Background: an optimization exercise with open tools, aiming at small area, a short achievable clock period and few clock cycles. Do not read the settings as production practice. Function was checked by simulation only, so behaviour that the tests miss may differ from the original. The flow treats the clock pin as an ideal source, which a real chip does not have. Power figures rest on the tool's default switching activity, not on a simulated workload.

Setup of run 1:
==> flow/design.v <==
`timescale 1ns/10ps
module LBP ( clk, reset, gray_addr, gray_req, gray_ready, gray_data, lbp_addr, lbp_valid, lbp_data, finish);
input   	clk;
input   	reset;
output  [13:0] 	gray_addr;
output reg         	gray_req;
input   	gray_ready;
input   [7:0] 	gray_data;
output reg  [13:0] 	lbp_addr;
output reg  	lbp_valid;
output  [7:0] 	lbp_data;
output reg  	finish;
parameter K = 6;               
localparam H = K + 2;          
localparam JW = 3;                
reg [6:0] r, x;                
reg [JW-1:0] j;                
reg [7:0] sr [0:H];            
reg xnz;                       
reg xe;                        
reg rz;                        
reg ncz;                       
reg [7:0] lq;                  
reg zq;                        
assign lbp_data = {lq[7:6], lq[5] & !zq, lq[4:0]};
assign gray_addr = {r, x};
wire colend = !ncz;
wire [6:0] r_down = r + 7'd1;
wire [6:0] r_top = r - (H-1);
wire [6:0] r_strip = {r[6:1], 1'b0};
wire [6:0] r_n = !colend ? r_down : xnz ? r_top : r_strip;
wire [6:0] x_dec = x - 7'd1;
wire [6:0] x_n = colend ? x_dec : x;
always @(posedge clk or posedge reset) begin
    if (reset) begin
        r <= 7'd0;
        x <= 7'd0;
        j <= 0;
        ncz <= 1'b0;
        xnz <= 1'b0;
        xe <= 1'b0;
        rz <= 1'b1;
        gray_req <= 1'b0;
        lbp_valid <= 1'b0;
        finish <= 1'b0;
    end else begin
        gray_req <= 1'b1;
        r <= r_n;
        x <= x_n;
        ncz <= colend | (j != 1);
        if (colend) begin
            j <= H-1;
            xnz <= (x != 7'd1);
            xe <= (x == 7'd127) | !xnz;
            rz <= xnz ? (r == H-1) | (r == H) : rz;
        end else begin
            j <= j - 1;
            rz <= (r == 7'd0);
        end
        lbp_valid <= (j <= H-3) | rz;
        finish <= finish | (lbp_valid & (lbp_addr == {7'd126, 7'd1}));
    end
end
wire [7:0] c  = sr[H];
function [1:0] cmp2;
    input [7:0] a, b;
    reg [7:0] g, e;
    reg [3:0] g1, e1;
    reg [1:0] g2, e2;
    integer k;
    begin
        g = a & ~b;
        e = ~(a ^ b);
        for (k = 0; k < 4; k = k + 1) begin
            g1[k] = g[2*k+1] | (e[2*k+1] & g[2*k]);
            e1[k] = e[2*k+1] & e[2*k];
        end
        for (k = 0; k < 2; k = k + 1) begin
            g2[k] = g1[2*k+1] | (e1[2*k+1] & g1[2*k]);
            e2[k] = e1[2*k+1] & e1[2*k];
        end
        cmp2[1] = g2[1] | (e2[1] & g2[0]) | (e2[1] & e2[0]);
        cmp2[0] = ~(g2[1] | (e2[1] & g2[0]));
    end
endfunction
wire [1:0] rdl = cmp2(gray_data, c);
wire [1:0] rlt = cmp2(sr[0], c);
wire [1:0] rul = cmp2(sr[1], c);
wire [1:0] rdn = cmp2(sr[H-1], c);
reg [H:0]   d2;    
reg [H-1:0] d4;    
reg [H-2:0] d7;    
reg         d1;    
wire [7:0] code = {d7[H-2], rdn[1], rdl[1], d4[H-1], rlt[1], d2[H], d1, rul[1]};
wire zero = rz | xe;
integer i;
always @(posedge clk) begin
    sr[0] <= gray_data;
    for (i = 1; i <= H; i = i + 1)
        sr[i] <= sr[i-1];
    d2 <= {d2[H-1:0], rdl[0]};
    d4 <= {d4[H-2:0], rlt[0]};
    d7 <= {d7[H-3:0], rul[0]};
    d1 <= rdn[0];
    lbp_addr <= {r - 7'd1, x + 7'd1};
    lq <= {zero ? 2'b0 : code[7:6], code[5], zero ? 5'b0 : code[4:0]};
    zq <= zero;
end
endmodule
clock: 4.0 ns
lec_check: 0
cap_margin: 20
core_margin: 2
core_utilization: 60
place_density: 0.8
setup_slack_margin: 2.3
slew_margin: 20
standard.sh (not shown) runs the stock make flow with config.mk's settings and CLKGATE_MAP_FILE= SYNTH_SCRIPT=/design/flow/synth_recipe.tcl, a recipe that flattens the netlist after the stock synthesis.
==> flow/flow/run.sh <==
#!/bin/bash
# Standard layout, with the port buffers given as one buffer cell and the
# clock tree built by flow/clock_tree.tcl in place of TritonCTS's.
# make's output goes to make.log here; ORFS's per-step logs stay in orfs/logs.
set -euo pipefail
export BUFFER_PORTS_ARGS="-buffer_cell sky130_fd_sc_hd__buf_2"
export PRE_CTS_TCL="$PWD/flow/clock_tree.tcl"
export FLOW_TREE_NB=4
export FLOW_TREE_CELL=sky130_fd_sc_hd__clkbuf_16
bash standard.sh > make.log 2>&1
Other scripts of this flow, unchanged in this note and not shown: flow/flow/clock_tree.tcl
Testbench counts of run 1, summed over its fixed seeds: cycles 387,126.
The inputs of run 2 differ from those of run 1 as listed below.
-- flow/design.v --
<<< run 1, line 9
output reg  [13:0] 	lbp_addr;
output reg  	lbp_valid;
output  [7:0] 	lbp_data;
output reg  	finish;
parameter K = 6;               
>>> run 2, line 9
output reg  [13:0] 	lbp_addr;
output reg  	lbp_valid;
output reg  [7:0] 	lbp_data;
output reg  	finish;
parameter K = 6;               
<<< run 1, line 20
reg xe;                        
reg rz;                        
reg ncz;                       
reg [7:0] lq;                  
reg zq;                        
assign lbp_data = {lq[7:6], lq[5] & !zq, lq[4:0]};
assign gray_addr = {r, x};
wire colend = !ncz;
wire [6:0] r_down = r + 7'd1;
wire [6:0] r_top = r - (H-1);
wire [6:0] r_strip = {r[6:1], 1'b0};
wire [6:0] r_n = !colend ? r_down : xnz ? r_top : r_strip;
wire [6:0] x_dec = x - 7'd1;
wire [6:0] x_n = colend ? x_dec : x;
always @(posedge clk or posedge reset) begin
    if (reset) begin
>>> run 2, line 20
reg xe;                        
reg rz;                        
assign gray_addr = {r, x};
wire colend = (j == 0);
wire [6:0] r_down = r + 7'd1;
wire [6:0] r_top = r - (H-1);
wire [6:0] r_strip = {r[6:1], 1'b0};
always @(posedge clk or posedge reset) begin
    if (reset) begin
<<< run 1, line 37
        x <= 7'd0;
        j <= 0;
        ncz <= 1'b0;
        xnz <= 1'b0;
        xe <= 1'b0;
>>> run 2, line 30
        x <= 7'd0;
        j <= 0;
        xnz <= 1'b0;
        xe <= 1'b0;
<<< run 1, line 46
    end else begin
        gray_req <= 1'b1;
        r <= r_n;
        x <= x_n;
        ncz <= colend | (j != 1);
        if (colend) begin
            j <= H-1;
            xnz <= (x != 7'd1);
            xe <= (x == 7'd127) | !xnz;
            rz <= xnz ? (r == H-1) | (r == H) : rz;
        end else begin
            j <= j - 1;
            rz <= (r == 7'd0);
        end
>>> run 2, line 38
    end else begin
        gray_req <= 1'b1;
        if (colend) begin
            j <= H-1;
            x <= x - 7'd1;
            xnz <= (x != 7'd1);
            xe <= (x == 7'd127) | !xnz;
            r <= xnz ? r_top : r_strip;
            rz <= xnz ? (r == H-1) | (r == H) : rz;
        end else begin
            j <= j - 1;
            r <= r_down;
            rz <= (r == 7'd0);
        end
<<< run 1, line 104
    d1 <= rdn[0];
    lbp_addr <= {r - 7'd1, x + 7'd1};
    lq <= {zero ? 2'b0 : code[7:6], code[5], zero ? 5'b0 : code[4:0]};
    zq <= zero;
end
endmodule
>>> run 2, line 96
    d1 <= rdn[0];
    lbp_addr <= {r - 7'd1, x + 7'd1};
    lbp_data <= zero ? 8'd0 : code;
end
endmodule
Compared run 2 against run 1; total power divided by cell area within noise. Summary of run 2 over run 1: required time of the worst setup path increased 0.88 ns, end-of-flow core utilization essentially unchanged. Changes observed in run 2 relative to run 1: count of instances resized after the clock tree is built fell by 6; fraction of the mapped netlist area in compound gates fell by 0.47 points. Run 2 ended with less cell area than run 1. Looking at standard cell with the maximum stage delay on the critical path, the sky130_fd_sc_hd__dfrtp_1 result is from run 1; the sky130_fd_sc_hd__a211oi_2 one comes from run 2.
Testbench counts of run 2, summed over its fixed seeds: cycles 387,126.

## afterwards: timing with drivers on the ports
The results above use ideal ports. As a check the final layouts listed here were re-extracted and re-timed, cells and wires unchanged. Step 1, drivers: a clkbuf_16 drives clk and a buf_2 each remaining input, both assumed. Step 2, shift: input delay + t, output delay - t, t = (earliest + latest rising clock arrival at the registers) / 2. This alone moves slack from input paths to output paths. a / b / c = ideal ports / drivers / drivers and shift; a / b = the first two.
run	t, ns	setup slack, ns	hold WS [ns]	clock arrival spread, ns	slew at the worst register clock pin (ns)
run 1	0.247	2.347 / 2.272 / 2.283	0.338 / 0.338 / 0.338	0.007 / 0.006	0.12 / 0.12
run 2	0.249	2.336 / 2.269 / 2.128	0.336 / 0.336 / 0.336	0.013 / 0.013	0.12 / 0.12
After both steps every run listed still meets setup and hold. For run 2, which loses most, drivers alone change the setup slack by -0.067 ns; drivers and shift together by -0.208 ns.
